From an optimization exercise on the open Yosys and OpenROAD flow, aimed at small area, a short achievable clock period and few clock cycles per item; shortcuts taken in it are not production practice. Only simulation tests tie the RTL to the original design; equivalence was not proved.

==> flow/design.v (outline; a module is shown in full before it is edited, if it fits) <==
// module Bicubic: 275 lines
// module bicubic_kst1: 1992 lines
// module bicubic_kst2: 2034 lines
module Bicubic(
           input CLK,
           input RST,
           input enable,
           input [7:0] input_data,
           output reg [13:0] iaddr,
           output reg ird,
           output reg we,
           output reg [13:0] waddr,
           output reg [7:0] output_data,
           input [6:0] V0,
           input [6:0] H0,
           input [4:0] SW,
           input [4:0] SH,
           input [5:0] TW,
           input [5:0] TH,
           output reg DONE
       );
  // ...
==> flow/run.sh <==
#!/bin/bash
# synth_recipe.tcl (not shown) runs the flow's synth.tcl, then flattens the netlist and writes it again
# the make line also repeats each setting of config.mk as NAME=value (left out here)
make -C /OpenROAD-flow-scripts/flow DESIGN_CONFIG=/design/flow/config.mk WORK_HOME=/design/flow/orfs CLKGATE_MAP_FILE= SYNTH_SCRIPT=/design/flow/synth_recipe.tcl finish
==> flow/config.mk <==
export PLATFORM = sky130hd
export DESIGN_NAME = Bicubic
export DESIGN_NICKNAME = Bicubic
export VERILOG_FILES = /design/flow/design.v
export SDC_FILE = /design/flow/constraint.sdc
export NUM_CORES = 4
export LEC_CHECK = 0
export CAP_MARGIN = 20
export CORE_MARGIN = 2
export CORE_UTILIZATION = 40
export SLEW_MARGIN = 20
==> flow/constraint.sdc <==
create_clock -name core_clock -period 110.0 [get_ports {CLK}]
set_input_delay 22.0000 -clock core_clock [delete_from_list [all_inputs] [get_ports {CLK}]]
set_output_delay 22.0000 -clock core_clock [all_outputs]
set_load 0.01 [all_outputs]
==> out/metrics.csv, run 1 <==
stage,metric,value,unit
cts,"Setup Fix Bufs, Post-CTS",0,
final_layout,diode count,0,
outcome,status,finished clean,
route,antenna-violating nets left,0,
route,WL/cell,19.0,um
critical_path,Worst Path Required,88.00,ns
critical_path,worst-path fanout max,6,
critical_path,Worst setup EP type,output pin,
logic_synthesis,main area contributors after synthesis,"fa_1, edfxtp_1, ha_1",
logic_synthesis,"Async S/R FF share, synth",1.48,%
floorplan,die width,400,um
global_routing,grt peak-use layer,met2,
critical_path,crit-path cells,clkdlybuf4s50_1,
critical_path,CP max-delay cell,clkdlybuf4s50_1,
final_layout,number of sequential cells,474,
logic_synthesis,Simple-Gate Fraction of Synth Area,15.4,%
cts,CTS Root Cell,clkbuf_16,
final_layout,fraction of area in registers,18.0,%
cts,CTS buffer count,59,
cts,H-Tree Depth,2,
global_routing,grt met3 use,2.75,%
logic_synthesis,unique cell type count in the Yosys netlist,96,
route,drt pass-1 iters,7,
placed_design,Port-buffer cells,85,
critical_path,WP depth,1,
route,DR WL met3,8730,um
route,1st-iter DRT viols,2577,
sta,worst-margin pin slew,1.13,ns
run,max-cap viol count,0,
logic_synthesis,Synth top cells by count,"inv_1, fa_1, nor2_1",
final_layout,register cell area after layout,12200,um2
sta,Fin Clk Skew,0.0358,ns
min_path,WHS Endpoint,v1,
logic_synthesis,most numerous cell in the Yosys netlist,inv_1,
final_layout,Layout area overhead,8.46,%
logic_synthesis,post-synthesis compound-gate area fraction,6.93,%
min_path,Hold Path Class,register to register,
cts,CTS tree,done,
placed_design,DP Area,65900,um2
final_layout,clock network area share,3.02,%
floorplan,n_taps,2058,
Testbench counts, summed over its fixed seeds: cycles 93,712, pixels 56,749.
==> module Bicubic, before the edit <==
module Bicubic(
           input CLK,
           input RST,
           input enable,
           input [7:0] input_data,
           output reg [13:0] iaddr,
           output reg ird,
           output reg we,
           output reg [13:0] waddr,
           output reg [7:0] output_data,
           input [6:0] V0,
           input [6:0] H0,
           input [4:0] SW,
           input [4:0] SH,
           input [5:0] TW,
           input [5:0] TH,
           output reg DONE
       );
localparam S_IDLE = 3'd0,
           S_LOAD = 3'd1,
           S_DIV  = 3'd2,
           S_RUN  = 3'd3,
           S_FIN1 = 3'd4,
           S_FIN2 = 3'd5;
localparam R_STEP = 2'd0,      
           R_COLS = 2'd1,      
           R_DONE = 2'd2;      
localparam QN = 6;
reg [2:0] state;
reg [1:0] rstate;
reg       hrun;            
reg       ahead;           
reg [6:0] rV0, rH0;
reg [4:0] rSW, rSH;
reg [5:0] rTW, rTH;
always @(posedge CLK) begin
    rV0 <= V0; rH0 <= H0; rSW <= SW; rSH <= SH; rTW <= TW; rTH <= TH;
end
wire [5:0] tw1 = rTW - 6'd1;
wire [5:0] th1 = rTH - 6'd1;
reg [19:0] hq, vq;
reg [5:0]  hr, vr;
reg [5:0]  y;
reg [19:0] rowA, rowB;
reg [5:0]  remB;
reg [1:0]  nstep;          
reg        pmr;            
reg        n5;             
reg        lastr;          
reg        pmh;            
reg        lasth;          
reg [5:0]  x;
reg [19:0] col;
reg [5:0]  crem;
reg        hsel;           
wire [4:0]  ci = col[19:15];
wire [14:0] cf = col[14:0];
reg [8*QN-1:0] QA, QB;
reg [5:0] base;            
reg [3:0] qcnt;            
reg [2:0] credit;          
reg [5:0] rdj;             
reg [2:0] rdk;             
reg       rdact;           
reg       v1;              
reg [7:0] P0, P1, P2, P3, P4;
reg [2:0] pcnt;
reg       vbp;             
reg       vbs;             
reg [40:0] S2r;
reg [7:0]  k1r;
reg [14:0] kfr;
reg        st2;            
reg [1:0]  st2d;           
reg        st2l;           
reg        st2p;           
reg [13:0] wa;             
wire [2:0] npix  = n5 ? 3'd5 : 3'd4;
wire       run   = (state == S_RUN);
wire       issVa = (pcnt == npix);
wire       issVb = vbp;
wire       hwin  = (base == {1'b0, ci}) && ((qcnt >= 4'd4) || (cf == 15'd0 && qcnt >= 4'd2));
wire       issH  = run && hrun && !issVa && !issVb && hwin;
wire       xadv  = issH && (hsel || !pmh);
wire       hend  = xadv && (x == tw1);
wire       htake  = run && (hend || !hrun) && ahead && !(hend && lasth);
wire       rstart = run && (rstate == R_STEP) && (nstep == 2'd0) && (!ahead || htake);
wire       plo = issVa ? n5 : vbs;       
wire [7:0] v0  = plo ? P0 : P1;
wire [7:0] v1d = plo ? P1 : P2;
wire [7:0] v2  = plo ? P2 : P3;
wire [7:0] v3  = plo ? P3 : P4;
wire [7:0] k0 = (issVa | issVb) ? v0  : (hsel ? QB[7:0]   : QA[7:0]);
wire [7:0] k1 = (issVa | issVb) ? v1d : (hsel ? QB[15:8]  : QA[15:8]);
wire [7:0] k2 = (issVa | issVb) ? v2  : (hsel ? QB[23:16] : QA[23:16]);
wire [7:0] k3 = (issVa | issVb) ? v3  : (hsel ? QB[31:24] : QA[31:24]);
wire [14:0] kf = issVa ? rowA[14:0] : (issVb ? rowB[14:0] : cf);
wire [40:0] S2;
bicubic_kst1 u_kst1(.k0(k0), .k1(k1), .k2(k2), .k3(k3), .f(kf), .S2(S2));
wire [7:0] kres;
bicubic_kst2 u_kst2(.S2(S2r), .k1(k1r), .f(kfr), .res(kres));
wire [6:0]  crem_s = {1'b0, crem} + {1'b0, hr};
wire        ccar   = crem_s >= {1'b0, tw1};
wire [19:0] col_n  = col + hq + {19'd0, ccar};
wire [5:0]  crem_n = ccar ? crem_s[5:0] - tw1 : crem_s[5:0];
wire [6:0]  rrem_s = {1'b0, remB} + {1'b0, vr};
wire        rcar   = rrem_s >= {1'b0, th1};
wire [19:0] row_n  = rowB + vq + {19'd0, rcar};
wire [5:0]  rrem_n = rcar ? rrem_s[5:0] - th1 : rrem_s[5:0];
wire [6:0] hdt = {hr, hq[19]};
wire       hdb = hdt >= {1'b0, tw1};
wire [6:0] vdt = {vr, vq[19]};
wire       vdb = vdt >= {1'b0, th1};
wire       st2v    = st2 && !st2d[1];
wire       qinc    = st2v && (st2d[0] || !pmr);
wire [5:0] ci_next = xadv ? {1'b0, col_n[19:15]} : {1'b0, ci};
wire       shift   = (qcnt != 4'd0) && (ci_next != base);
wire [3:0] qpos    = shift ? qcnt - 4'd1 : qcnt;
wire [5:0] lastcol = {1'b0, rSW} + 6'd1;
wire       rdstart = run && (rstate == R_COLS) && !rdact && (rdj <= lastcol) && (credit != 3'd0);
wire       rdgo    = rdact || rdstart;
wire       vquiet  = !rdact && !v1 && (pcnt == 3'd0) && !vbp;
wire [13:0] rowaddr = {1'b0, rH0, 6'd0} + {2'b0, rH0, 5'd0} + {5'b0, rH0, 2'd0}
                    + {7'd0, rV0} + {9'd0, rowA[19:15]} - 14'd101;
wire [4:0] rid    = rowB[19:15] - rowA[19:15];
wire       pm_new = (y != th1) && (rid <= 5'd1);
wire [13:0] wsum = wa + ((st2d == 2'd3) ? {8'd0, rTW} : 14'd0);
always @(posedge CLK or posedge RST) begin
    if (RST) begin
        state <= S_IDLE;
        DONE  <= 1'b0;
        we    <= 1'b0;
        ird   <= 1'b0;
        st2   <= 1'b0;
    end else begin
        st2 <= issVa | issVb | issH;
        we  <= st2 && st2d[1];
        ird <= rdgo;
        case (state)
        S_IDLE: begin
            DONE <= 1'b0;
            if (enable) state <= S_LOAD;
        end
        S_LOAD: state <= S_DIV;
        S_DIV:  if (x == 6'd19) state <= S_RUN;
        S_RUN:  if (hend && lasth) state <= S_FIN1;
        S_FIN1: state <= S_FIN2;
        S_FIN2: DONE <= 1'b1;
        default: state <= S_IDLE;
        endcase
    end
end
integer i;
always @(posedge CLK) begin
    if (state == S_LOAD) begin
        hq     <= {rSW - 5'd1, 15'd0};
        vq     <= {rSH - 5'd1, 15'd0};
        hr     <= 6'd0;
        vr     <= 6'd0;
        x      <= 6'd0;
        y      <= 6'h3f;
        rowB   <= 20'd0;
        remB   <= 6'd0;
        nstep  <= 2'd1;
        rstate <= R_STEP;
        hrun   <= 1'b0;
        ahead  <= 1'b0;
        wa     <= 14'd0;
        rdact  <= 1'b0;
        base   <= 6'd0;
        qcnt   <= 4'd0;
        credit <= QN;
    end
    if (state == S_DIV) begin
        x   <= x + 6'd1;
        hr  <= hdb ? hdt[5:0] - tw1 : hdt[5:0];
        hq  <= {hq[18:0], hdb};
        vr  <= vdb ? vdt[5:0] - th1 : vdt[5:0];
        vq  <= {vq[18:0], vdb};
    end
    if (run) begin
        case (rstate)
        R_STEP: begin
            if (nstep != 2'd0) begin
                y     <= y + 6'd1;
                rowA  <= rowB;
                rowB  <= row_n;
                remB  <= rrem_n;
                nstep <= nstep - 2'd1;
            end else if (rstart) begin
                pmr    <= pm_new;
                n5     <= pm_new && (rid != 5'd0);
                lastr  <= (pm_new ? y + 6'd1 : y) == th1;
                rdj    <= 6'd0;
                rdk    <= 3'd0;
                rstate <= R_COLS;
            end
        end
        R_COLS: begin
            if (rdj > lastcol && vquiet) begin
                nstep  <= pmr ? 2'd2 : 2'd1;
                rstate <= lastr ? R_DONE : R_STEP;
            end
        end
        default: ;
        endcase
    end
    v1 <= ird;
    if (rdgo) begin
        if (rdstart && rdj == 6'd0) iaddr <= rowaddr;
        else if (rdstart)           iaddr <= iaddr + (n5 ? 14'd96 : 14'd97);
        else                        iaddr <= iaddr + 14'd1;
        rdact <= (rdk != npix - 3'd1);
        if (rdk == npix - 3'd1) begin
            rdk <= 3'd0;
            rdj <= rdj + 6'd1;
        end else begin
            rdk <= rdk + 3'd1;
        end
    end
    if (v1) begin
        P0 <= P1; P1 <= P2; P2 <= P3; P3 <= P4; P4 <= input_data;
    end
    if (state == S_LOAD || state == S_DIV) pcnt <= 3'd0;
    else if (issVa) pcnt <= v1 ? 3'd1 : 3'd0;
    else if (v1) pcnt <= pcnt + 3'd1;
    vbp <= issVa && pmr;
    vbs <= v1;
    if (issH) hsel <= !xadv;
    if (xadv) begin
        x    <= x + 6'd1;
        col  <= col_n;
        crem <= crem_n;
    end
    if (htake || hend) begin
        x     <= 6'd0;
        col   <= 20'd0;
        crem  <= 6'd0;
        hsel  <= 1'b0;
        hrun  <= htake;
    end
    if (htake) begin
        pmh   <= pmr;
        lasth <= lastr;
    end
    if (run) ahead <= rstart || (ahead && !htake);
    S2r  <= S2;
    k1r  <= k1;
    kfr  <= kf;
    st2d <= issVa ? 2'd0 : (issVb ? 2'd1 : (hsel ? 2'd3 : 2'd2));
    st2l <= (x == tw1);
    st2p <= pmh;
    for (i = 0; i < QN; i = i + 1) begin
        if (st2v && !st2d[0] && qpos == i)
            QA[8*i +: 8] <= kres;
        else if (shift && i < QN - 1)
            QA[8*i +: 8] <= QA[8*i + 8 +: 8];
        if (st2v && st2d[0] && qpos == i)
            QB[8*i +: 8] <= kres;
        else if (shift && i < QN - 1)
            QB[8*i +: 8] <= QB[8*i + 8 +: 8];
    end
    if (run) begin
        base   <= base + {5'd0, shift} - (hend ? lastcol + 6'd1 : 6'd0);
        qcnt   <= qcnt + {3'd0, qinc} - {3'd0, shift};
        credit <= credit + {2'd0, shift} - {2'd0, rdstart};
    end
    if (st2 && st2d[1]) begin
        output_data <= kres;
        waddr       <= wsum;
        if (st2d[0] || !st2p)
            wa <= ((st2d[0] && st2l) ? wsum : wa) + 14'd1;
    end
end
endmodule
==> inputs of run 2 (changes only) <==
--- a/flow/design.v
+++ b/flow/design.v
@@ -35,2 +35,3 @@
 reg [5:0] rTW, rTH;
+reg       ren;             
 always @(posedge CLK) begin
@@ -68,3 +69,2 @@
 reg       vbp;             
-reg       vbs;             
 reg [40:0] S2r;
@@ -72,6 +72,8 @@
 reg [14:0] kfr;
-reg        st2;            
-reg [1:0]  st2d;           
-reg        st2l;           
-reg        st2p;           
+reg [7:0]  bpv;            
+reg        vs, vsb, vsy;   
+reg        hs, hsb, hsy;   
+reg        hsl;            
+reg        hsp;            
+reg        rfzA, rfzB;     
 reg [13:0] wa;             
@@ -82,3 +84,7 @@
 wire       hwin  = (base == {1'b0, ci}) && ((qcnt >= 4'd4) || (cf == 15'd0 && qcnt >= 4'd2));
-wire       issH  = run && hrun && !issVa && !issVb && hwin;
+wire       issV  = issVa | issVb;
+wire       hcand = run && hrun && hwin;
+wire       fVz   = issVa ? rfzA : rfzB;
+wire       engV  = issV && !(fVz && hcand);    
+wire       issH  = hcand && (!issV || fVz || cf == 15'd0);
 wire       xadv  = issH && (hsel || !pmh);
@@ -87,3 +93,3 @@
 wire       rstart = run && (rstate == R_STEP) && (nstep == 2'd0) && (!ahead || htake);
-wire       plo = issVa ? n5 : vbs;       
+wire       plo = issVa ? n5 : 1'b1;      
 wire [7:0] v0  = plo ? P0 : P1;
@@ -92,7 +98,8 @@
 wire [7:0] v3  = plo ? P3 : P4;
-wire [7:0] k0 = (issVa | issVb) ? v0  : (hsel ? QB[7:0]   : QA[7:0]);
-wire [7:0] k1 = (issVa | issVb) ? v1d : (hsel ? QB[15:8]  : QA[15:8]);
-wire [7:0] k2 = (issVa | issVb) ? v2  : (hsel ? QB[23:16] : QA[23:16]);
-wire [7:0] k3 = (issVa | issVb) ? v3  : (hsel ? QB[31:24] : QA[31:24]);
-wire [14:0] kf = issVa ? rowA[14:0] : (issVb ? rowB[14:0] : cf);
+wire [7:0] h1 = hsel ? QB[15:8] : QA[15:8];
+wire [7:0] k0 = engV ? v0  : (hsel ? QB[7:0]   : QA[7:0]);
+wire [7:0] k1 = engV ? v1d : h1;
+wire [7:0] k2 = engV ? v2  : (hsel ? QB[23:16] : QA[23:16]);
+wire [7:0] k3 = engV ? v3  : (hsel ? QB[31:24] : QA[31:24]);
+wire [14:0] kf = engV ? (issVa ? rowA[14:0] : rowB[14:0]) : cf;
 wire [40:0] S2;
@@ -113,4 +120,5 @@
 wire       vdb = vdt >= {1'b0, th1};
-wire       st2v    = st2 && !st2d[1];
-wire       qinc    = st2v && (st2d[0] || !pmr);
+wire       qinc    = vs && (vsb || !pmr);
+wire [7:0] vres    = vsy ? bpv : kres;
+wire [7:0] hres    = hsy ? bpv : kres;
 wire [5:0] ci_next = xadv ? {1'b0, col_n[19:15]} : {1'b0, ci};
@@ -126,3 +134,3 @@
 wire       pm_new = (y != th1) && (rid <= 5'd1);
-wire [13:0] wsum = wa + ((st2d == 2'd3) ? {8'd0, rTW} : 14'd0);
+wire [13:0] wsum = wa + (hsb ? {8'd0, rTW} : 14'd0);
 always @(posedge CLK or posedge RST) begin
@@ -130,2 +138,3 @@
         state <= S_IDLE;
+        ren   <= 1'b0;
         DONE  <= 1'b0;
@@ -133,6 +142,9 @@
         ird   <= 1'b0;
-        st2   <= 1'b0;
+        vs    <= 1'b0;
+        hs    <= 1'b0;
     end else begin
-        st2 <= issVa | issVb | issH;
-        we  <= st2 && st2d[1];
+        ren <= enable;
+        vs  <= issV;
+        hs  <= issH;
+        we  <= hs;
         ird <= rdgo;
@@ -141,3 +153,3 @@
             DONE <= 1'b0;
-            if (enable) state <= S_LOAD;
+            if (ren) state <= S_LOAD;
         end
@@ -162,2 +174,3 @@
         rowB   <= 20'd0;
+        rfzB   <= 1'b1;
         remB   <= 6'd0;
@@ -187,2 +200,4 @@
                 rowB  <= row_n;
+                rfzA  <= rfzB;
+                rfzB  <= (row_n[14:0] == 15'd0);
                 remB  <= rrem_n;
@@ -220,5 +235,3 @@
     end
-    if (v1) begin
-        P0 <= P1; P1 <= P2; P2 <= P3; P3 <= P4; P4 <= input_data;
-    end
+    P0 <= P1; P1 <= P2; P2 <= P3; P3 <= P4; P4 <= input_data;
     if (state == S_LOAD || state == S_DIV) pcnt <= 3'd0;
@@ -227,3 +240,2 @@
     vbp <= issVa && pmr;
-    vbs <= v1;
     if (issH) hsel <= !xadv;
@@ -249,12 +261,16 @@
     kfr  <= kf;
-    st2d <= issVa ? 2'd0 : (issVb ? 2'd1 : (hsel ? 2'd3 : 2'd2));
-    st2l <= (x == tw1);
-    st2p <= pmh;
+    bpv  <= engV ? h1 : v1d;
+    vsb  <= issVb;
+    vsy  <= !engV;
+    hsb  <= hsel;
+    hsy  <= engV;
+    hsl  <= (x == tw1);
+    hsp  <= pmh;
     for (i = 0; i < QN; i = i + 1) begin
-        if (st2v && !st2d[0] && qpos == i)
-            QA[8*i +: 8] <= kres;
+        if (vs && !vsb && qpos == i)
+            QA[8*i +: 8] <= vres;
         else if (shift && i < QN - 1)
             QA[8*i +: 8] <= QA[8*i + 8 +: 8];
-        if (st2v && st2d[0] && qpos == i)
-            QB[8*i +: 8] <= kres;
+        if (vs && vsb && qpos == i)
+            QB[8*i +: 8] <= vres;
         else if (shift && i < QN - 1)
@@ -267,7 +283,7 @@
     end
-    if (st2 && st2d[1]) begin
-        output_data <= kres;
+    if (hs) begin
+        output_data <= hres;
         waddr       <= wsum;
-        if (st2d[0] || !st2p)
-            wa <= ((st2d[0] && st2l) ? wsum : wa) + 14'd1;
+        if (hsb || !hsp)
+            wa <= ((hsb && hsl) ? wsum : wa) + 14'd1;
     end
==> run 2 against run 1 <==
Against the previous run: routed wire length down 0.18%; still clean on timing, DRC and antenna; largest cell class unchanged; highest routed layer unchanged; worst setup slack better by 0.011 ns; count of clock-buffer cells in the layout grew 5; critical endpoint unchanged.
==> out/metrics.csv, run 2 <==
stage,metric,value,unit,change
global_routing,largest net degree at the start of global routing,56,,
logic_synthesis,"Net Count, Synth",7945,,
route,top layer in use,met5,,
final_layout,Post-Layout Inst Area,67500,um2,
placed_design,DP Area,65600,um2,-0.35%
placed_design,Port-buffer cells,85,,unchanged
route,WL/cell,19.0,um,-0.12%
placed_design,dpl hpwl,116000,um,
logic_synthesis,"EDFF count, synth",229,,
route,routed length on met2,78000,um,
logic_synthesis,Yosys reg bits,487,,
logic_synthesis,Mapped Area,62600,um2,
global_routing,grt total ovfl,0,,
critical_path,reg2reg end,S2r[37],,
final_layout,layout cell share with drive strength beyond 1,4.63,%,
critical_path,"Arr. time, crit path",1.70,ns,
critical_path,worst setup path start,iaddr[2],,
critical_path,crit path to,iaddr[2],,
run,max-cap viol count,0,,unchanged
outcome,status,finished clean,,
critical_path,FF-to-FF Start,qcnt[2],,
final_layout,most frequent cells in the layout,"inv_1, fa_1, and2_1",,
floorplan,Rows,145,,
route,Via density,5.12,,
route,antenna-violating nets left,0,,unchanged
min_path,Hold Path Class,register to register,,
cts,number of hold buffers added after cts,0,,
floorplan,die width,400,um,about the same
critical_path,worst-path fanout max,4,,-2
logic_synthesis,most numerous cell in the Yosys netlist,inv_1,,
floorplan,chip height,400,um,
sta,relative slew slack,22.9,%,
sta,Setup TNS,0,ns,
route,M1 WL,70200,um,
critical_path,WP depth,1,,unchanged
floorplan,initial core utilization,40.2,%,
route,DR DRC count,0,,
sta,worst-margin pin slew,1.16,ns,+0.0255 ns
global_routing,first-pass GRT wire length,260000,um,
final_layout,Regs by FF count,"QA (48), QB (48), S2r (41)",,
final_layout,diode count,0,,unchanged
route,1st-iter DRT viols,2562,,-0.58%
logic_synthesis,share of the synthesized area in the top cell type,35.4,%,
critical_path,crit path kind,register to output pin,,
critical_path,Reg2Reg Depth,68,,
final_layout,# nets final,7887,,
critical_path,Worst setup EP type,output pin,,
floorplan,I/O pins,86,,
cts,clock sinks,487,,
sta,unrepaired setup endpoints after global routing,no,,
sta,max-slew violations,0,,
cts,clk slew on worst S/H paths,0.06,ns,
cts,clk buf depth,3,,
sta,top achievable clock speed,0.0422,GHz,
global_routing,GRT Total Usage,20.7,%,
final_layout,Layout area overhead,7.90,%,
logic_synthesis,"Primary FF master, synth",dfxtp_1,,
critical_path,CP top delay family,buffers and inverters,,
logic_synthesis,unique cell type count in the Yosys netlist,92,,-4.2%
critical_path,r2r setup slk,89.42,ns,
cts,CTS buffer count,55,,-6.8%
cts,CTS tree,done,,
logic_synthesis,Synth area leader,fa_1,,
critical_path,crit-path cells,clkdlybuf4s50_1,,
global_routing,initial antenna violation count,6,,
cts,"Setup Fix Bufs, Post-CTS",0,,unchanged
cts,CTS Root Cell,clkbuf_16,,
cts,clk latency of the worst-skew pair,0.67,ns,
floorplan,die footprint,160000,um2,
cts,H-Tree Depth,2,,unchanged
logic_synthesis,sequential element share of the synthesized area,19.3,%,
critical_path,Crit path largest cell delay,0.58,ns,
placed_design,gpl congestion,0.827,,
route,DR WL met3,8500,um,-2.7%
floorplan,core box area,156000,um2,
logic_synthesis,Synth top cells by count,"inv_1, fa_1, and2_1",,
critical_path,crit start category,register,,
logic_synthesis,"Async S/R FF share, synth",1.85,%,+0.37 points
logic_synthesis,Synth Instances,6422,,
sta,Tmin final,23.69,ns,
cts,post-cts resize count,0,,
sta,Fin Clk Skew,0.0382,ns,+0.00238 ns
sta,setup violators final,0,,
route,vias,43395,,
sta,final period utilization,21.5,%,
logic_synthesis,YS warnings,3,,
logic_synthesis,"Avg Cell Area, Syn",9.75,um2,
sta,worst hold margin,0.367,ns,
critical_path,CP Buf/Inv Count,1,,
critical_path,Worst Path Required,88.00,ns,about the same
global_routing,vias in the first global route,46802,,
final_layout,"commonest non-fill, non-tap cell in the layout",inv_1,,
route,drt pass-1 iters,7,,unchanged
logic_synthesis,main area contributors after synthesis,"fa_1, edfxtp_1, dfxtp_1",,
sta,endpoints failing hold,0,,
route,Post-Route WL,161000,um,
critical_path,CP max-delay cell,clkdlybuf4s50_1,,
==> run 2: cell types whose count changed after synthesis, moves of 15 or more <==
cell and change:
a21o_1 +17, a21oi_1 -18, a22o_1 +21, and2_1 +43, clkbuf_1 -16, dfxtp_1 +50, edfxtp_1 -39, mux2_4 -33
mux2i_1 +22, nand2b_1 -18, nor2b_1 -28, o21ai_0 -15, o2bb2ai_1 +38
==> run 2: worst min path at each step <==
stage               start  slack (ns)    end  cells after the start
floorplan            hsel        0.33    hsb                      0
global placement      ird        0.35     v1                      0
detailed placement  P2[6]        0.36  P1[6]                      0
CTS                 P2[6]        0.37  P1[6]                      0
global route        P3[6]        0.38  P2[6]                      0
finish              P1[2]        0.37  P0[2]                      0
==> run 2: cell type report <==
class,instances,area (um2)
clock inverter,27,298
inverter,1163,4370
timing repair buffer,165,1450
fill,14858,88300
sequential,487,12100
tap,2058,2570
clock buffer,76,1600
multi-input combinational,4492,45200
==> run 2: layer usage <==
metal / global-route usage [%] / up-vias
li1: - / 19813
met1: 27.4 / 22165
met2: 35.7 / 1134
met3: 2.62 / 281
met4: 5.09 / 2
met5: 0 / -
==> run 2: per-stage QoR <==
stage | util (%) | setup slack, ns | cells
floorplan | - | 87.54 | 6422
global placement | 42.1 | 87.01 | 8364
detailed placement | 42.1 | 86.99 | 8364
CTS | 43.3 | 86.27 | 8467
global route | 43.3 | 86.23 | 8468
finish | 43.3 | 86.31 | 8468
==> run 2: cells by family after synthesis <==
| logic type | after synthesis | share of synthesized area (%) |
|---|---|---|
| simple gates | 1916 | 15.3 |
| compound gates | 703 | 7.87 |
| flops | 487 | 19.3 |
| mux | 154 | 2.65 |
| buf+inv | 1443 | 8.74 |
| xor+xnor | 243 | 3.40 |
| fa+ha+maj | 1476 | 42.8 |
Testbench counts of run 2, summed over its fixed seeds: cycles 91,921, pixels 56,749.
==> inputs of run 3 (changes only) <==
--- a/flow/design.v
+++ b/flow/design.v
@@ -35,3 +35,2 @@
 reg [5:0] rTW, rTH;
-reg       ren;             
 always @(posedge CLK) begin
@@ -138,3 +137,2 @@
         state <= S_IDLE;
-        ren   <= 1'b0;
         DONE  <= 1'b0;
@@ -145,3 +143,2 @@
     end else begin
-        ren <= enable;
         vs  <= issV;
@@ -153,3 +150,3 @@
             DONE <= 1'b0;
-            if (ren) state <= S_LOAD;
+            if (enable) state <= S_LOAD;
         end
==> run 3 against run 2 <==
Against the previous run: routed wire length fell by 0.49%; hold slack improved by 0.0015 ns; critical path type unchanged; critical endpoint is now iaddr[11]; largest cell class unchanged.
==> out/metrics.csv, run 3 <==
stage,metric,value,unit,change
run,max-cap viol count,0,,unchanged
route,WL/cell,19.0,um,about the same
cts,CTS tree,done,,
sta,worst-margin pin slew,1.13,ns,-0.0218 ns
logic_synthesis,most numerous cell in the Yosys netlist,inv_1,,
sta,Tmin final,23.64,ns,-0.0518 ns
logic_synthesis,Synth top cells by count,"inv_1, fa_1, nor2_1",,
final_layout,Layout area overhead,8.03,%,
global_routing,vias in the first global route,46388,,-0.88%
logic_synthesis,sequential element share of the synthesized area,19.4,%,+0.084 points
critical_path,CP top delay family,buffers and inverters,,
critical_path,worst-path fanout max,4,,unchanged
critical_path,Crit path largest cell delay,0.56,ns,-0.02 ns
logic_synthesis,Yosys reg bits,486,,-0.21%
logic_synthesis,"Net Count, Synth",7917,,-0.35%
critical_path,"Arr. time, crit path",1.64,ns,-0.06 ns
sta,final period utilization,21.5,%,-0.047 points
cts,clk slew on worst S/H paths,0.06,ns,about the same
cts,clock sinks,486,,-0.21%
global_routing,initial antenna violation count,2,,-4
cts,CTS Root Cell,clkbuf_16,,
critical_path,Worst Path Required,88.00,ns,about the same
sta,unrepaired setup endpoints after global routing,no,,
floorplan,chip height,398,um,-0.32%
cts,post-cts resize count,0,,unchanged
critical_path,Worst setup EP type,output pin,,
sta,max-slew violations,0,,unchanged
placed_design,Cells after DPL,8316,,-0.57%
logic_synthesis,YS warnings,3,,unchanged
cts,H-Tree Depth,2,,unchanged
cts,clk buf depth,3,,unchanged
critical_path,CP Buf/Inv Count,1,,unchanged
route,top layer in use,met4,,
logic_synthesis,Mapped Area,62200,um2,-0.64%
global_routing,largest net degree at the start of global routing,44,,-21%
logic_synthesis,unique cell type count in the Yosys netlist,85,,-7.6%
sta,Setup TNS,0,ns,unchanged
logic_synthesis,main area contributors after synthesis,"fa_1, edfxtp_1, dfxtp_1",,
cts,number of hold buffers added after cts,0,,unchanged
cts,clk latency of the worst-skew pair,0.67,ns,about the same
logic_synthesis,Synth area leader,fa_1,,
critical_path,crit path kind,register to output pin,,
sta,Fin Clk Skew,0.0440,ns,+0.00581 ns
sta,setup violators final,0,,unchanged
final_layout,Regs by FF count,"QA (48), QB (48), S2r (41)",,
logic_synthesis,Synth Instances,6394,,-0.44%
placed_design,Port-buffer cells,85,,unchanged
final_layout,layout cell share with drive strength beyond 1,5.08,%,+0.44 points
cts,"Setup Fix Bufs, Post-CTS",0,,unchanged
floorplan,die width,398,um,-0.32%
route,DR DRC count,0,,unchanged
placed_design,dpl hpwl,116000,um,-0.14%
critical_path,crit start category,register,,
floorplan,I/O pins,86,,unchanged
logic_synthesis,"Avg Cell Area, Syn",9.73,um2,-0.20%
outcome,status,finished clean,,
critical_path,crit-path cells,clkdlybuf4s50_1,,
cts,CTS buffer count,58,,+5.5%
logic_synthesis,"Primary FF master, synth",dfxtp_1,,
sta,top achievable clock speed,0.0423,GHz,+0.22%
logic_synthesis,"EDFF count, synth",229,,unchanged
global_routing,GRT Total Usage,20.7,%,+0.035 points
route,routed length on met2,76600,um,-1.8%
route,Via density,5.11,,-0.25%
final_layout,most frequent cells in the layout,"inv_1, fa_1, nor2_1",,
route,Post-Route WL,160000,um,-0.49%
final_layout,final non-filler cell total,8429,,-0.46%
sta,relative slew slack,24.3,%,+1.4 points
critical_path,CP max-delay cell,clkdlybuf4s50_1,,
route,vias,43086,,-0.71%
floorplan,die footprint,159000,um2,-0.63%
floorplan,core box area,154000,um2,-1.0%
route,drt pass-1 iters,5,,-2
route,M1 WL,70400,um,+0.30%
placed_design,gpl congestion,0.838,,+1.3%
final_layout,fillcell total,14961,,+0.69%
logic_synthesis,share of the synthesized area in the top cell type,35.6,%,+0.23 points
final_layout,"commonest non-fill, non-tap cell in the layout",inv_1,,
final_layout,# nets final,7855,,-0.41%
global_routing,grt total ovfl,0,,unchanged
logic_synthesis,"Async S/R FF share, synth",1.65,%,-0.20 points
route,1st-iter DRT viols,2476,,-3.4%
floorplan,initial core utilization,40.3,%,+0.16 points
sta,endpoints failing hold,0,,unchanged
route,DR WL met3,8900,um,+4.7%
min_path,Hold Path Class,register to register,,
global_routing,first-pass GRT wire length,258000,um,-0.58%
floorplan,Rows,144,,-0.69%
route,antenna-violating nets left,0,,unchanged
-- run 3: cell type report --
cell class                 count  area [um2]  area share, %
multi-input combinational   4469       44800           66.7
sequential                   486       12100           18.0
inverter                    1156        4340           6.46
tap                         2044        2560           3.81
clock buffer                  77        1650           2.45
timing repair buffer         161        1420           2.12
clock inverter                31         358          0.533
antenna                        5        12.5         0.0186
-- run 3: metrics by stage --
step,util [%],hold slack (ns),cell area (um2),worst slack (ns)
global placement,42.3,0.352,65200,87.04
finish,43.6,0.368,67200,86.36
global route,43.6,0.374,67200,86.30
floorplan,-,0.329,62200,87.56
CTS,43.6,0.366,67200,86.32
detailed placement,42.3,0.359,65200,87.05
-- run 3: cells by family after synthesis --
kind of cell | after synthesis | synth area share [%]
AOI/OAI and AO/OA | 608 | 6.21
xor gates and xnor gates | 243 | 3.42
adders and majority gates | 1476 | 43.0
buffers and inverters | 1439 | 8.76
DFF | 486 | 19.4
muxes | 212 | 3.72
and+or+nand+nor | 1930 | 15.5
-- run 3: worst paths after layout --
path,slack [ns],start,depth (start not counted),endpoint
worst max-delay path,86.36,iaddr[11],1,iaddr[11]
worst min-delay path,0.37,P2[1],0,P1[1]
worst max register to register,89.22,state[1],62,S2r[38]
worst min register to register,0.37,P2[1],0,P1[1]
max in group asynchronous,88.17,RST,2,DONE
min in group asynchronous,21.58,RST,2,state[0]
-- run 3: routing by layer --
layer | vias up | global-route usage [%]
met4 | 0 | 5.13
met2 | 1158 | 35.1
met1 | 22061 | 28.0
li1 | 19615 | -
met3 | 252 | 2.74
met5 | - | 0
Testbench counts of run 3, summed over its fixed seeds: cycles 91,885, pixels 56,749.
==> inputs of run 4 (changes only) <==
--- a/flow/design.v
+++ b/flow/design.v
@@ -35,2 +35,3 @@
 reg [5:0] rTW, rTH;
+reg       ren;             
 always @(posedge CLK) begin
@@ -137,2 +138,3 @@
         state <= S_IDLE;
+        ren   <= 1'b0;
         DONE  <= 1'b0;
@@ -143,2 +145,3 @@
     end else begin
+        ren <= enable;
         vs  <= issV;
@@ -150,3 +153,3 @@
             DONE <= 1'b0;
-            if (enable) state <= S_LOAD;
+            if (ren) state <= S_LOAD;
         end
==> flow/flow/run.sh (new file) <==
#!/bin/bash
# Layout flow: the standard flow (standard.sh) with two changes.
#  1. After the standard synthesis, flow/polar.py removes inverters between
#     full-adder cells: a full adder is self-dual, so feeding some adders the
#     complements of their inputs (and taking complemented outputs) makes most of
#     the inverters that synthesis left between adders unnecessary. Registers and
#     all other cells are untouched; the netlist stays logically equivalent.
#  2. Ports are buffered with sky130_fd_sc_hd__buf_2 (buffer_ports -buffer_cell)
#     instead of the default cell; every port still gets its buffer.
# Each tool's output goes to a log file in this folder.
set -euo pipefail
R="$PWD/orfs/results/${FLOW_PLATFORM}/Bicubic/base"
bash standard.sh "$R/1_2_yosys.v" > synth.log 2>&1
cp "$R/1_2_yosys.v" "$R/1_2_yosys.std.v"
python3 flow/polar.py "$R/1_2_yosys.std.v" "$R/1_2_yosys.v" > polar.log 2>&1
export BUFFER_PORTS_ARGS="-buffer_cell sky130_fd_sc_hd__buf_2"
bash standard.sh > layout.log 2>&1
==> flow/flow/polar.py (new file) <==
#!/usr/bin/env python3
"""Remove inverters around full-adder cells of a Yosys gate netlist.

A full adder is self-dual: fa(~a, ~b, ~c) = (~cout, ~sum). So any fa cell may be
"flipped": fed the complements of its inputs, it drives the complements of its
outputs. This script picks a flip for each fa cell (greedy local search) so that
fewer inverters are needed, then rewrites the netlist: every inverter tree hanging
off a net driven by a non-inverter cell is replaced by at most one inverter.
Registers, ports and all other cells are kept as they are; the netlist stays
logically equivalent.

usage: polar.py IN.v OUT.v
"""
import re
import sys
import random
from collections import defaultdict

src = open(sys.argv[1]).read()
m = re.search(r"\bmodule\s+(\w+)\s*\((.*?)\);", src, re.S)
body_start = m.end()
body_end = src.rindex("endmodule")
head = src[:body_start]
body = src[body_start:body_end]

# ports
ports = set()
for kind, rest in re.findall(r"^\s*(input|output|inout)\s+(?:\[[^\]]*\]\s*)?([^;]+);", body, re.M):
    for n in rest.split(","):
        ports.add(n.strip())

# items: split the body into statements, keep order
inst_re = re.compile(r"^\s*(sky130_fd_sc_hd__\w+)\s+(\S+)\s*\((.*?)\);\s*$", re.S | re.M)
items = []
pos = 0
for mm in inst_re.finditer(body):
    if mm.start() > pos:
        items.append(("text", body[pos:mm.start()]))
    typ, name, conns = mm.group(1), mm.group(2), mm.group(3)
    pins = []
    for p, n in re.findall(r"\.(\w+)\(([^()]*)\)", conns):
        pins.append([p, n.strip()])
    items.append(("inst", typ, name, pins))
    pos = mm.end()
items.append(("text", body[pos:]))

OUT = {"X", "Y", "Q", "Q_N", "SUM", "COUT", "HI", "LO"}
insts = {}
for it in items:
    if it[0] == "inst":
        insts[it[2]] = it

def is_fa(n):
    return insts[n][1].startswith("sky130_fd_sc_hd__fa_")

def is_inv(n):
    return insts[n][1].startswith("sky130_fd_sc_hd__inv_")

drv = {}
loads = defaultdict(list)      # net -> [(inst, pin index)]
for name, it in insts.items():
    for k, (p, n) in enumerate(it[3]):
        if p in OUT:
            drv[n] = name
        else:
            loads[n].append((name, k))

# nets mentioned in plain text (assign statements) count as external loads
text_nets = set()
for it in items:
    if it[0] == "text":
        for line in it[1].splitlines():
            if line.strip().startswith("assign"):
                for tok in re.findall(r"(\\\S+|[A-Za-z_][\w$]*(?:\[\d+\])?)", line):
                    text_nets.add(tok.strip())

def external(n):
    base = n.split("[")[0].strip()
    return n in ports or base in ports or n in text_nets or base.lstrip("\\") in text_nets

# source nets: driven by a non-inverter cell. Tree of loads through inverters.
trees = {}                     # src net -> (driver, [(inst, pin idx, parity)], [inverters])
member_of = {}                 # net in a tree -> its source net
inv_owned = set()
for n, d in drv.items():
    if is_inv(d):
        continue
    acc = []
    invs = []
    members = [n]
    ok = not external(n)
    stack = [(n, 0)]
    while stack:
        net, par = stack.pop()
        members.append(net)
        for (c, k) in loads[net]:
            if is_inv(c):
                y = insts[c][3][1][1] if insts[c][3][1][0] == "Y" else insts[c][3][0][1]
                invs.append(c)
                if external(y):
                    ok = False
                stack.append((y, par ^ 1))
            else:
                acc.append((c, k, par))
    if not invs and not any(is_fa(c) for c, _, _ in acc) and not is_fa(d):
        continue
    trees[n] = (d, acc, invs, ok)
    inv_owned.update(invs)
    for x in members:
        member_of[x] = n

fas = [n for n in insts if is_fa(n)]
P = {f: 0 for f in fas}
fixed = set()
for n, (d, acc, invs, ok) in trees.items():
    if not ok:
        if d in P:
            fixed.add(d)
        for c, _, _ in acc:
            if c in P:
                fixed.add(c)
# fa inputs driven by nets that are not trees (ports, inverters of non-tree nets...)
for f in fas:
    for p, n in insts[f][3]:
        if p in OUT:
            continue
        if n not in member_of or not trees[member_of[n]][3]:
            fixed.add(f)

def esc(n):
    return n + " " if n.startswith("\\") else n


def pol(c):
    return P.get(c, 0)

def cost(n):
    d, acc, invs, ok = trees[n]
    pd = pol(d)
    return 1 if any((pol(c) ^ par) != pd for c, _, par in acc) else 0

byfa = defaultdict(set)
for n, (d, acc, invs, ok) in trees.items():
    if d in P:
        byfa[d].add(n)
    for c, _, _ in acc:
        if c in P:
            byfa[c].add(n)

before = sum(1 for n in insts if is_inv(n))
random.seed(1)
total = sum(cost(n) for n in trees)
for it in range(30):
    changed = 0
    order = list(fas)
    random.shuffle(order)
    for f in order:
        if f in fixed:
            continue
        ns = byfa[f]
        b = sum(cost(n) for n in ns)
        P[f] ^= 1
        a = sum(cost(n) for n in ns)
        if a < b:
            changed += 1
        else:
            P[f] ^= 1
    if not changed:
        break

# rewrite
removed = set()
new_insts = []
new_wires = []
cnt = 0
for n, (d, acc, invs, ok) in trees.items():
    if not ok:
        continue
    pd = pol(d)
    need = any((pol(c) ^ par) != pd for c, _, par in acc)
    if not invs and not need:
        continue
    removed.update(invs)
    if need:
        cnt += 1
        w = "_polar_n%d_" % cnt
        new_wires.append(w)
        new_insts.append("  sky130_fd_sc_hd__inv_1 _polar_i%d_ (\n    .A(%s),\n    .Y(%s)\n  );\n" % (cnt, esc(n), w))
    for c, k, par in acc:
        want = pol(c) ^ par
        insts[c][3][k][1] = n if want == pd else w

after = before - len(removed) + cnt
out = [head]
for it in items:
    if it[0] == "text":
        out.append(it[1])
    else:
        typ, name, pins = it[1], it[2], it[3]
        if name in removed:
            continue
        out.append("  %s %s (\n%s\n  );" % (typ, name, ",\n".join("    .%s(%s)" % (p, esc(n)) for p, n in pins)))
# declare new wires after the header declarations, add new cells before endmodule
txt = "".join(out)
decl = "".join("  wire %s;\n" % w for w in new_wires)
# put declarations right after the module header
hdr_end = len(head)
txt = txt[:hdr_end] + "\n" + decl + txt[hdr_end:]
txt += "".join(new_insts) + "endmodule\n"
open(sys.argv[2], "w").write(txt)
print("fa cells %d (fixed %d, flipped %d); inverters %d -> %d" % (
    len(fas), len(fixed), sum(P.values()), before, after))
==> flow/standard.sh (new file) <==
#!/bin/bash
# synth_recipe.tcl (not shown) runs the flow's synth.tcl, then flattens the netlist and writes it again
# the make line also repeats each setting of config.mk as NAME=value (left out here)
make -C /OpenROAD-flow-scripts/flow DESIGN_CONFIG=/design/flow/config.mk WORK_HOME=/design/flow/orfs CLKGATE_MAP_FILE= SYNTH_SCRIPT=/design/flow/synth_recipe.tcl "${@:-finish}"
--- a/flow/config.mk
+++ b/flow/config.mk
@@ -10,2 +10,3 @@
 export CORE_UTILIZATION = 40
+export CTS_BUF_LIST = sky130_fd_sc_hd__clkbuf_4
 export SLEW_MARGIN = 20
removed: flow/run.sh
==> run 4 against run 3 <==
Against the previous run: critical path type unchanged; sequential share of layout area up 0.72 points; still clean; non-clock buffer count rose by 15; clock skew grew 0.050 ns; synthesized cell count down 9.8%; hold slack lost 0.016 ns.
==> out/metrics.csv, run 4 <==
stage,metric,value,unit,change
final_layout,# nets final,7333,,-6.6%
global_routing,first-pass GRT wire length,257000,um,-0.54%
critical_path,crit start category,register,,
floorplan,I/O pins,86,,unchanged
cts,clk buf depth,3,,unchanged
sta,Tmin final,23.70,ns,+0.0594 ns
floorplan,Rows,142,,-1.4%
logic_synthesis,YS warnings,3,,unchanged
final_layout,Multi-input gate area,45100,um2,+0.75%
critical_path,Worst setup EP type,output pin,,
placed_design,gpl congestion,0.830,,-0.91%
final_layout,most frequent cells in the layout,"fa_1, and2_1, nor2_1",,
critical_path,crit-path cells,buf_2,,
placed_design,dpl ws,87.37,ns,+0.319 ns
placed_design,Cells after DPL,7682,,-7.6%
run,max-cap viol count,0,,unchanged
global_routing,met2 Use GR,36.9,%,+1.8 points
route,Via density,5.25,,+2.7%
route,WL/cell,19.9,um,+5.1%
floorplan,die footprint,153000,um2,-3.3%
global_routing,grt peak-use layer,met2,,
cts,number of hold buffers added after cts,0,,unchanged
sta,Setup WS post-layout,86.30,ns,-0.0594 ns
logic_synthesis,Synth Instances,5770,,-9.8%
floorplan,chip height,392,um,-1.6%
critical_path,CP top delay family,flip-flops,,
critical_path,"Arr. time, crit path",1.70,ns,+0.06 ns
cts,CTS tree,done,,
final_layout,Regs by FF count,"QA (48), QB (48), S2r (41)",,
sta,unrepaired setup endpoints after global routing,no,,
global_routing,largest net degree at the start of global routing,56,,+27%
global_routing,GRT Total Usage,21.4,%,+0.73 points
sta,Fin Clk Skew,0.0943,ns,+0.0503 ns
cts,clock sinks,487,,+0.21%
sta,Setup TNS,0,ns,unchanged
critical_path,CP Buf/Inv Count,1,,unchanged
cts,"Setup Fix Bufs, Post-CTS",0,,unchanged
sta,relative slew slack,24.6,%,+0.31 points
final_layout,Post-Layout Inst Area,64700,um2,-3.7%
placed_design,dpl hpwl,115000,um,-1.4%
critical_path,CP max-delay cell,edfxtp_1,,
final_layout,"commonest non-fill, non-tap cell in the layout",fa_1,,
logic_synthesis,"Avg Cell Area, Syn",10.4,um2,+7.2%
sta,worst-margin pin slew,1.13,ns,-0.00363 ns
cts,CTS buffer count,142,,+140%
final_layout,fillcell total,14451,,-3.4%
logic_synthesis,"Net Count, Synth",7293,,-7.9%
sta,max-slew violations,0,,unchanged
route,DR DRC count,0,,unchanged
min_path,Hold Path Class,register to register,,
global_routing,initial antenna violation count,6,,+4
critical_path,crit path kind,register to output pin,,
final_layout,final non-filler cell total,7949,,-5.7%
cts,clk slew on worst S/H paths,0.07,ns,about the same
cts,CTS Root Cell,clkbuf_4,,
outcome,status,finished clean,,
route,drt pass-1 iters,5,,unchanged
cts,H-Tree Depth,4,,+2
route,1st-iter DRT viols,2156,,-13%
final_layout,register cell area after layout,12100,um2,+0.19%
floorplan,initial core utilization,40.2,%,-0.12 points
critical_path,worst-path fanout max,4,,unchanged
critical_path,Crit path largest cell delay,0.47,ns,-0.09 ns
route,Post-Route WL,158000,um,-0.86%
placed_design,Port-buffer cells,85,,unchanged
global_routing,grt total ovfl,0,,unchanged
global_routing,GR Util met1,27.8,%,-0.19 points
global_routing,vias in the first global route,46014,,-0.81%
route,vias,41726,,-3.2%
floorplan,die width,392,um,-1.6%
final_layout,Layout area overhead,7.63,%,
cts,clk latency of the worst-skew pair,1.09,ns,+0.42 ns
floorplan,core box area,150000,um2,-3.0%
sta,endpoints failing hold,0,,unchanged
final_layout,layout cell share with drive strength beyond 1,8.94,%,+3.9 points
final_layout,Util after Layout,43.3,%,-0.29 points
sta,final period utilization,21.5,%,+0.054 points
critical_path,Worst Path Required,88.00,ns,about the same
placed_design,DP Area,62800,um2,-3.7%
global_routing,grt met3 use,3.40,%,+0.67 points
cts,post-cts resize count,0,,unchanged
sta,setup violators final,0,,unchanged
route,antenna-violating nets left,0,,unchanged
logic_synthesis,Mapped Area,60100,um2,-3.3%
sta,top achievable clock speed,0.0422,GHz,-0.25%
## run 4: path summary, 6_finish.rpt
check | to | cells after the start | from | slack, ns
worst min register to register | P0[0] | 0 | P1[0] | 0.35
worst min-delay path | P0[0] | 0 | P1[0] | 0.35
max in group asynchronous | DONE | 2 | RST | 88.88
min in group asynchronous | ird | 2 | RST | 20.87
worst max register to register | S2r[37] | 64 | state[1] | 90.19
worst max-delay path | iaddr[2] | 1 | iaddr[2] | 86.30
## run 4: layout make-up
type | count | area share (%)
Inverter | 511 | 2.96
Timing Repair Buffer | 176 | 1.71
Clock inverter | 48 | 0.561
Antenna cell | 7 | 0.0271
Sequential cell | 487 | 18.7
Tap cell | 2016 | 3.90
Multi-Input combinational cell | 4492 | 69.7
Clock buffer | 212 | 2.46
## run 4: metrics by stage
step | hold WS, ns
3_5_place_dp | 0.357
6_report | 0.353
3_3_place_gp | 0.346
4_1_cts | 0.364
5_1_grt | 0.369
2_1_floorplan | 0.329
## run 4: metal layers
layer	vias to the layer above	wire length (um)	part of all wire [%]
met2	1182	77900	49
met1	21433	68500	43
met3	280	8280	5.2
met5	-	7	0.0044
li1	18829	-	-
met4	2	3730	2.4
Testbench counts of run 4, summed over its fixed seeds: cycles 91,921, pixels 56,749.
==> inputs of run 5 (changes only) <==
--- a/flow/config.mk
+++ b/flow/config.mk
@@ -10,3 +10,2 @@
 export CORE_UTILIZATION = 40
-export CTS_BUF_LIST = sky130_fd_sc_hd__clkbuf_4
 export SLEW_MARGIN = 20
==> run 5 against run 4 <==
Against the previous run: first-iteration DRC count grew 8.8%; via count shrank 1.4%; non-clock buffer count is the same; design area is essentially flat; sequential share of layout area is essentially flat; largest cell class unchanged; area after synthesis is the same; flip-flop and latch count is the same.
==> out/metrics.csv, run 5 <==
stage,metric,value,unit,change
outcome,status,finished clean,,
route,drt pass-1 iters,5,,unchanged
route,antenna-violating nets left,0,,unchanged
floorplan,die width,392,um,unchanged
floorplan,I/O pins,86,,unchanged
final_layout,most frequent cells in the layout,"fa_1, and2_1, nor2_1",,
floorplan,core box area,150000,um2,unchanged
placed_design,DP Area,62800,um2,unchanged
placed_design,Port-buffer cells,85,,unchanged
logic_synthesis,"Net Count, Synth",7293,,unchanged
cts,clk latency of the worst-skew pair,0.66,ns,-0.43 ns
route,1st-iter DRT viols,2346,,+8.8%
sta,max-slew violations,0,,unchanged
final_layout,layout cell share with drive strength beyond 1,6.89,%,-2.1 points
placed_design,gpl congestion,0.830,,unchanged
global_routing,vias in the first global route,44984,,-2.2%
floorplan,initial core utilization,40.2,%,unchanged
sta,final period utilization,21.2,%,-0.36 points
final_layout,Regs by FF count,"QA (48), QB (48), S2r (41)",,
run,max-cap viol count,0,,unchanged
logic_synthesis,YS warnings,3,,unchanged
logic_synthesis,"Avg Cell Area, Syn",10.4,um2,unchanged
sta,unrepaired setup endpoints after global routing,no,,
critical_path,Worst Path Required,88.00,ns,about the same
critical_path,CP Buf/Inv Count,1,,unchanged
route,WL/cell,20.1,um,+1.1%
critical_path,CP top delay family,flip-flops,,
sta,worst-margin pin slew,1.13,ns,+0.00449 ns
final_layout,Layout area overhead,7.56,%,about the same
critical_path,CP max-delay cell,edfxtp_1,,
route,DR DRC count,0,,unchanged
final_layout,# nets final,7248,,-1.2%
min_path,Hold Path Class,register to register,,
cts,H-Tree Depth,2,,-2
cts,clk buf depth,3,,unchanged
final_layout,"commonest non-fill, non-tap cell in the layout",fa_1,,
route,Via density,5.28,,+0.64%
sta,Fin Clk Skew,0.0284,ns,-0.0659 ns
placed_design,dpl hpwl,115000,um,unchanged
global_routing,largest net degree at the start of global routing,56,,unchanged
global_routing,GRT Total Usage,21.1,%,-0.32 points
cts,clock sinks,487,,unchanged
floorplan,die footprint,153000,um2,unchanged
floorplan,Rows,142,,unchanged
floorplan,chip height,392,um,unchanged
sta,setup violators final,0,,unchanged
logic_synthesis,Synth Instances,5770,,unchanged
sta,Setup TNS,0,ns,unchanged
critical_path,crit start category,register,,
critical_path,crit path kind,register to output pin,,
sta,endpoints failing hold,0,,unchanged
final_layout,Post-Layout Inst Area,64700,um2,about the same
global_routing,initial antenna violation count,3,,-3
critical_path,crit-path cells,buf_2,,
logic_synthesis,Mapped Area,60100,um2,unchanged
cts,CTS Root Cell,clkbuf_16,,
route,Post-Route WL,157000,um,-0.95%
critical_path,Worst setup EP type,output pin,,
global_routing,first-pass GRT wire length,254000,um,-0.96%
global_routing,grt total ovfl,0,,unchanged
cts,CTS buffer count,57,,-60%
critical_path,worst-path fanout max,4,,unchanged
critical_path,"Arr. time, crit path",1.30,ns,-0.40 ns
cts,clk slew on worst S/H paths,0.07,ns,about the same
cts,number of hold buffers added after cts,0,,unchanged
cts,CTS tree,done,,
sta,top achievable clock speed,0.0429,GHz,+1.7%
critical_path,Crit path largest cell delay,0.47,ns,about the same
sta,Tmin final,23.30,ns,-0.398 ns
route,vias,41158,,-1.4%
cts,"Setup Fix Bufs, Post-CTS",0,,unchanged
cts,post-cts resize count,0,,unchanged
sta,relative slew slack,24.3,%,-0.30 points
-- run 5: stage by stage --
stage	instances	setup WS, ns	hold WS [ns]	utilization (%)
after floorplan	5770	87.54	0.329	-
after global placement	7682	87.37	0.346	42.0
after detailed placement	7682	87.37	0.357	42.0
after CTS	7790	86.66	0.367	43.2
after global routing	7790	86.65	0.372	43.2
final	7791	86.70	0.366	43.2
-- run 5: final cells by class --
type,count,area [um2]
Clock buffer,69,1570
Timing Repair Buffer,176,1110
Tap cell,2016,2520
Sequential cell,487,12100
Fill cell,14309,84900
Antenna cell,1,2.50
Clock inverter,39,360
Inverter,511,1920
Multi-Input combinational cell,4492,45100
-- run 5: routing by layer --
metal	routed length [um]	GRT usage, %
met1	68300	27.9
met2	77500	36.8
met3	7660	2.72
met4	3480	4.79
met5	0	0
-- run 5: final timing paths --
path,from,endpoint,slack (ns),cells past startpoint
setup reg to reg,state[1],S2r[37],90.04,64
hold reg to reg,P2[5],P1[5],0.37,0
min in group asynchronous,RST,hs,21.30,2
setup / recovery,iaddr[2],iaddr[2],86.70,1
hold / removal,P2[5],P1[5],0.37,0
max in group asynchronous,RST,ird,88.45,2
==> inputs of run 6 (changes only) <==
--- a/flow/design.v
+++ b/flow/design.v
@@ -27,3 +27,3 @@
            R_DONE = 2'd2;      
-localparam QN = 6;
+localparam QN = 7;
 reg [2:0] state;
==> run 6 against run 5 <==
Against the previous run: largest cell class unchanged; worst setup slack improved by 0.013 ns.
==> out/metrics.csv, run 6 <==
stage,metric,value,unit,change
route,Post-Route WL,156000,um,-0.92%
logic_synthesis,"Avg Cell Area, Syn",10.5,um2,+0.47%
sta,final period utilization,21.2,%,about the same
floorplan,die width,392,um,+0.11%
sta,top achievable clock speed,0.0429,GHz,about the same
placed_design,DP Area,62900,um2,+0.14%
final_layout,fillcell total,14142,,-1.2%
cts,H-Tree Depth,2,,unchanged
global_routing,vias in the first global route,44276,,-1.6%
placed_design,gpl congestion,0.830,,about the same
critical_path,CP Buf/Inv Count,1,,unchanged
sta,Setup WS post-layout,86.71,ns,+0.0134 ns
route,1st-iter DRT viols,2505,,+6.8%
floorplan,die footprint,154000,um2,+0.22%
critical_path,crit path kind,register to output pin,,
critical_path,"Arr. time, crit path",1.29,ns,about the same
critical_path,Crit path largest cell delay,0.45,ns,-0.02 ns
placed_design,Port-buffer cells,85,,unchanged
sta,endpoints failing hold,0,,unchanged
cts,post-cts resize count,0,,unchanged
route,vias,40977,,-0.44%
cts,CTS Root Cell,clkbuf_16,,
final_layout,Layout area overhead,7.88,%,
sta,worst-margin pin slew,1.15,ns,+0.0140 ns
placed_design,dpl ws,87.40,ns,+0.0308 ns
final_layout,final non-filler cell total,7764,,-0.35%
cts,clock sinks,503,,+3.3%
placed_design,dpl hpwl,110000,um,-3.9%
floorplan,initial core utilization,40.2,%,+0.043 points
cts,"Setup Fix Bufs, Post-CTS",0,,unchanged
floorplan,Rows,142,,unchanged
global_routing,initial antenna violation count,4,,+1
global_routing,first-pass GRT wire length,250000,um,-1.7%
sta,setup violators final,0,,unchanged
min_path,Hold Path Class,register to register,,
sta,relative slew slack,23.3,%,-1.0 points
floorplan,I/O pins,86,,unchanged
logic_synthesis,Mapped Area,60300,um2,+0.23%
final_layout,Post-Layout Inst Area,65000,um2,+0.53%
cts,number of hold buffers added after cts,0,,unchanged
route,DR DRC count,0,,unchanged
critical_path,Worst Path Required,88.00,ns,about the same
sta,Setup TNS,0,ns,unchanged
cts,CTS buffer count,57,,unchanged
final_layout,most frequent cells in the layout,"fa_1, nor2_1, and2_1",,
cts,CTS tree,done,,
outcome,status,finished clean,,
cts,clk buf depth,3,,unchanged
final_layout,# nets final,7221,,-0.37%
logic_synthesis,YS warnings,3,,unchanged
route,antenna-violating nets left,0,,unchanged
global_routing,grt total ovfl,0,,unchanged
route,WL/cell,20.0,um,-0.57%
logic_synthesis,Synth Instances,5756,,-0.24%
floorplan,core box area,150000,um2,+0.12%
critical_path,crit-path cells,buf_2,,
critical_path,CP max-delay cell,edfxtp_1,,
critical_path,Worst setup EP type,output pin,,
route,Via density,5.28,,about the same
run,max-cap viol count,0,,unchanged
cts,clk slew on worst S/H paths,0.07,ns,about the same
cts,clk latency of the worst-skew pair,0.67,ns,about the same
logic_synthesis,"Net Count, Synth",7279,,-0.19%
floorplan,chip height,392,um,+0.11%
final_layout,layout cell share with drive strength beyond 1,7.74,%,+0.85 points
critical_path,crit start category,register,,
sta,Fin Clk Skew,0.0361,ns,+0.00774 ns
global_routing,GRT Total Usage,20.8,%,-0.30 points
critical_path,worst-path fanout max,4,,unchanged
final_layout,Regs by FF count,"QA (56), QB (56), S2r (41)",,
sta,Tmin final,23.29,ns,-0.0134 ns
route,drt pass-1 iters,7,,+2
final_layout,"commonest non-fill, non-tap cell in the layout",fa_1,,
global_routing,largest net degree at the start of global routing,56,,unchanged
final_layout,Util after Layout,43.4,%,+0.18 points
critical_path,CP top delay family,flip-flops,,
placed_design,Cells after DPL,7655,,-0.35%
sta,unrepaired setup endpoints after global routing,no,,
sta,max-slew violations,0,,unchanged
-- run 6: changes by cell type in the layout (fill, tap and decap cells not counted), moves of 21 or more --
| cell | before | now |
|---|---|---|
| and3_1 | 26 | 50 |
| a21o_1 | 125 | 104 |
| and2_1 | 612 | 559 |
| a22o_1 | 36 | 8 |
| o2bb2ai_1 | 40 | 1 |
| mux2_2 | 31 | 118 |
| a21oi_1 | 189 | 210 |
-- run 6: cell type report --
cell class / count / area (um2) / area share (%)
timing repair buffer: 164 / 1020 / 1.57
clock inverter: 44 / 644 / 0.991
antenna: 1 / 2.50 / 0.00385
multi-input combinational: 4470 / 44900 / 69.0
clock buffer: 64 / 1540 / 2.36
inverter: 502 / 1880 / 2.90
sequential: 503 / 12600 / 19.3
tap: 2016 / 2520 / 3.88
-- run 6: worst paths after layout --
kind,slack [ns],depth (start not counted),startpoint,endpoint
max,86.71,1,iaddr[4],iaddr[4]
min,0.36,0,P1[0],P0[0]
max reg2reg,90.54,60,state[2],S2r[35]
min reg2reg,0.36,0,P1[0],P0[0]
max in group asynchronous,88.22,2,RST,state[2]
min in group asynchronous,21.39,2,RST,ird
-- run 6: routing by layer --
layer  global-route usage [%]  vias to the layer above  wire, um
li1                         -                    18427         -
met1                     28.3                    21054     67900
met2                     34.7                     1260     73700
met3                     3.33                      236     10200
met4                     5.17                        0      3820
met5                    0.223                        -         0
-- run 6: per-stage QoR --
step / hold slack (ns)
3_5_place_dp: 0.358
4_1_cts: 0.359
3_3_place_gp: 0.355
2_1_floorplan: 0.329
5_1_grt: 0.359
6_report: 0.358
Testbench counts of run 6, summed over its fixed seeds: cycles 88,702, pixels 56,749.

[re-timing with driven ports]
In the flow no input, the clock included, has a driving cell. The finished layouts below were timed again as built, in two steps. Step 1, drivers: a clkbuf_16 drives CLK and a buf_2 each remaining input, both assumed. Step 2 adds t to the input delays and takes it off the output delays; t is the mean of the earliest and latest rising clock arrival at the registers after step 1. Input paths then give back, and output paths get back, about the clock's delay inside the block. Slacks: no drivers / after step 1 / after step 2; pairs: no drivers / after step 1.
run | t (ns) | slack for setup (ns) | worst hold slack (ns) | worst data-port slew with drivers (ns)
run 1 | 0.748 | 86.294 / 86.218 / 86.966 | 0.382 / 0.382 / 0.382 | 0.03
run 2 | 0.714 | 86.305 / 86.238 / 86.951 | 0.367 / 0.367 / 0.367 | 0.03
run 3 | 0.719 | 86.357 / 86.284 / 87.003 | 0.368 / 0.368 / 0.368 | 0.04
run 4 | 1.109 | 86.297 / 86.235 / 87.344 | 0.353 / 0.353 / 0.353 | 0.03
run 5 | 0.714 | 86.695 / 86.629 / 87.342 | 0.366 / 0.366 / 0.366 | 0.03
run 6 | 0.718 | 86.709 / 86.640 / 87.358 | 0.358 / 0.358 / 0.358 | 0.03
After both steps setup and hold are still met in every run listed.
